Context: an optimization exercise on an open-source flow, tuned for small area and a short achievable clock period. The choices shown serve that exercise and are no tape-out recipe.
Only simulation tests tie the RTL to the original design; equivalence was not proved.

## wallace_tree_multiplier
module wallace_tree_multiplier (
    input  logic        clk,
    input  logic        reset,
    input  logic [31:0] multiplicand,
    input  logic [31:0] multiplier,
    output logic [63:0] product,
    output logic        overflow
);
Size in the first run: ~65 flip-flops, roughly 130 I/O pins, about 24000 um^2 of cells after synthesis.
Settings: LEC_CHECK=0, ABC_AREA=1, CAP_MARGIN=20, CORE_MARGIN=2, CORE_UTILIZATION=40, SETUP_SLACK_MARGIN=3, SLEW_MARGIN=20, SYNTH_HIERARCHICAL=1; clock period 13.5 ns.
run.sh (not shown) runs the stock make flow with config.mk's settings and CLKGATE_MAP_FILE= SYNTH_SCRIPT=/design/flow/synth_recipe.tcl, a recipe that flattens the netlist after the stock synthesis.
==> next run, changes <==
Settings changed: SETUP_SLACK_MARGIN 3 to 5.
After rerunning: The new run passed the timing, DRC and antenna checks; maximum frequency grows by 15%; worst setup slack improved by 1.3 ns; area after synthesis stays the same; final cell count grows by 3.7%; sequential share of layout area shrinks by 0.63 points; first-iteration DRC count grows by 21%; design area grows by 11%; global-route usage grows by 0.65 points.
==> next run, changes <==
Settings changed: SETUP_SLACK_MARGIN 5 to unset.
Result:
- via count shrinks by 6.1%
- sequential share of layout area increases by 0.63 points
- area after synthesis is unchanged
- wire length goes down by 9.7%
- final cell count falls by 3.5%
- die area does not change
- design area falls by 10%
- flip-flop and latch count is unchanged
- global-route usage is lower by 0.65 points

Setup of lane 1:
Starting RTL as in the previous note.
Design wallace_tree_multiplier, start of the top module:
module wallace_tree_multiplier (
    input  logic        clk,
    input  logic        reset,
    input  logic [31:0] multiplicand,
    input  logic [31:0] multiplier,
    output logic [63:0] product,
    output logic        overflow
);
export LEC_CHECK = 0
export ABC_AREA = 1
export CAP_MARGIN = 20
export CORE_MARGIN = 2
export CORE_UTILIZATION = 40
export SETUP_SLACK_MARGIN = 5
export SLEW_MARGIN = 20
export SYNTH_HIERARCHICAL = 1
create_clock -name core_clock -period 13.5 [get_ports {clk}]
standard.sh (not shown) runs the stock make flow with config.mk's settings and CLKGATE_MAP_FILE= SYNTH_SCRIPT=/design/flow/synth_recipe.tcl, a recipe that flattens the netlist after the stock synthesis.
==> flow/flow/run.sh <==
#!/bin/bash
# Standard ORFS layout, with plain buf_1 cells as the port buffers (buffer_ports
# otherwise picks a delay-cell buffer for every port).
set -euo pipefail
export BUFFER_PORTS_ARGS="-buffer_cell sky130_fd_sc_hd__buf_1"
bash standard.sh > standard_flow.log 2>&1
No stage failed in lane 1, and the final checks on the layout all came back clean.
Relative to lane 1, the following input files were edited for lane 2:
Settings: swapping 40 for 60 in CORE_UTILIZATION.
==> flow/run.sh (new file) <==
#!/bin/bash
# synth_recipe.tcl (not shown) runs the flow's synth.tcl, then flattens the netlist and writes it again
# the make line also repeats each setting of config.mk as NAME=value (left out here)
make -C /OpenROAD-flow-scripts/flow DESIGN_CONFIG=/design/flow/config.mk WORK_HOME=/design/flow/orfs CLKGATE_MAP_FILE= SYNTH_SCRIPT=/design/flow/synth_recipe.tcl finish
removed: flow/flow/run.sh
removed: flow/standard.sh
Results
As far as clock network area share is concerned, lane 1 and lane 2 perform about the same.
Relative to lane 1, non-clock buffer instance count of the final layout increased by 13% in lane 2.
Between lane 2 and lane 1, the worst-skew pair later-pin latency figures differ only marginally.
Comparing lane 1 and lane 2, the higher detailed-placement wirelength estimate is on lane 1.
Summary — number of rows in the core area, lane 2 relative to lane 1: lower, by 17.
Compared lane 1 against lane 2; sequential share of layout area within noise.
Re design area: lane 2 is about 2.6% up on lane 1.
Compared with lane 1, in lane 2 time the worst path needs with I/O delays and setup now sits higher; setup slack now sits lower; smallest hold slack now sits lower.

Setup of job 3096:
Another version of the RTL of wallace_tree_multiplier (not shown whole).
Size: about 2700 cells after synthesis, roughly 140 flip-flops, about 0.026 mm^2 of cells after synthesis.
==> flow/design.v (excerpt) <==
module wallace_tree_multiplier (
    input  logic        clk,
    input  logic        reset,
    input  logic [31:0] multiplicand,
    input  logic [31:0] multiplier,
    output logic [63:0] product,
    output logic        overflow
);
    logic [15:0] one, two, neg;
    logic [33:0] ae;
    assign ae = {multiplicand[31], multiplicand, 1'b0};
    logic [32:0] pp0;
    logic [32:0] pp1;
    logic [32:0] pp2;
    logic [32:0] pp3;
    logic [32:0] pp4;
    logic [32:0] pp5;
    logic [32:0] pp6;
    logic [32:0] pp7;
    logic [32:0] pp8;
    logic [32:0] pp9;
    logic [32:0] pp10;
    logic [32:0] pp11;
    logic [32:0] pp12;
    logic [32:0] pp13;
    logic [32:0] pp14;
    logic [32:0] pp15;
  ...
Settings: LEC_CHECK=0, ABC_AREA=1, CAP_MARGIN=20, CORE_MARGIN=2, CORE_UTILIZATION=70, SLEW_MARGIN=20, SYNTH_HIERARCHICAL=1; clock period 13.5 ns.
==> flow/flow/run.sh <==
#!/bin/bash
# Standard ORFS layout, with plain buf_1 cells as the port buffers (buffer_ports
# otherwise picks a delay-cell buffer for every port), and timing repair aimed
# at a 6.5 ns setup margin.
set -euo pipefail
export BUFFER_PORTS_ARGS="-buffer_cell sky130_fd_sc_hd__buf_1"
bash standard.sh SETUP_SLACK_MARGIN=6.5 finish > standard_flow.log 2>&1
Edits applied to the flow inputs when going from job 3096 to job 1587:
-- flow/flow/run.sh --
<<< job 3096, line 4
# at a 6.5 ns setup margin.
>>> job 1587, line 4
# at a 6.7 ns setup margin.
<<< job 3096, line 7
bash standard.sh SETUP_SLACK_MARGIN=6.5 finish > standard_flow.log 2>&1
>>> job 1587, line 7
bash standard.sh SETUP_SLACK_MARGIN=6.7 finish > standard_flow.log 2>&1
### Flow results
Job 3096 reached the final stage; the timing, DRC and antenna checks on its layout passed.
Job 1587 finished every step from synthesis to the final layout, and the layout passed the timing, DRC and antenna checks.
Final worst-path cycle share on job 1587 is down relative to job 3096.
Changes observed in job 1587 relative to job 3096: cell area now sits higher, final cell count roughly the same, path length in cells of the critical path went up 1.

port drivers added, routing unchanged:
The results above use ideal ports. As a check the final layouts listed here were re-extracted and re-timed, cells and wires unchanged.
Step 1 sets driving cells, clkbuf_16 on the clock port and buf_2 on the other inputs (assumed; they add their load-dependent delay and slew).
Step 2 times the ports against the registers' clock, not the clock port: input delays grow and output delays shrink by t, the midpoint of the rising clock arrivals with the driver on.
a / b / c = no drivers / after step 1 / after step 2; a / b = the first two.
run	t (ns)	slack for setup (ns)	worst setup path after step 2	clock arrival spread, ns
the first run of note 1	0.440	3.867 / 3.897 / 3.457	input to register	0.016 / 0.016
the second run of note 1	0.444	5.120 / 5.142 / 4.698	input to register	0.016 / 0.016
the third run of note 1	0.440	3.867 / 3.897 / 3.457	input to register	0.016 / 0.016
lane 1	0.442	5.101 / 5.115 / 4.673	input to register	0.011 / 0.012
lane 2	0.431	5.071 / 5.102 / 4.671	input to register	0.009 / 0.008
job 3096	0.518	6.593 / 6.606 / 6.089	input to register	0.011 / 0.011
job 1587	0.522	6.756 / 6.778 / 6.256	input to register	0.011 / 0.012
After both steps setup and hold are still met in every run listed. For job 3096, which loses most, drivers alone change the setup slack by +0.013 ns; drivers and shift together by -0.504 ns.
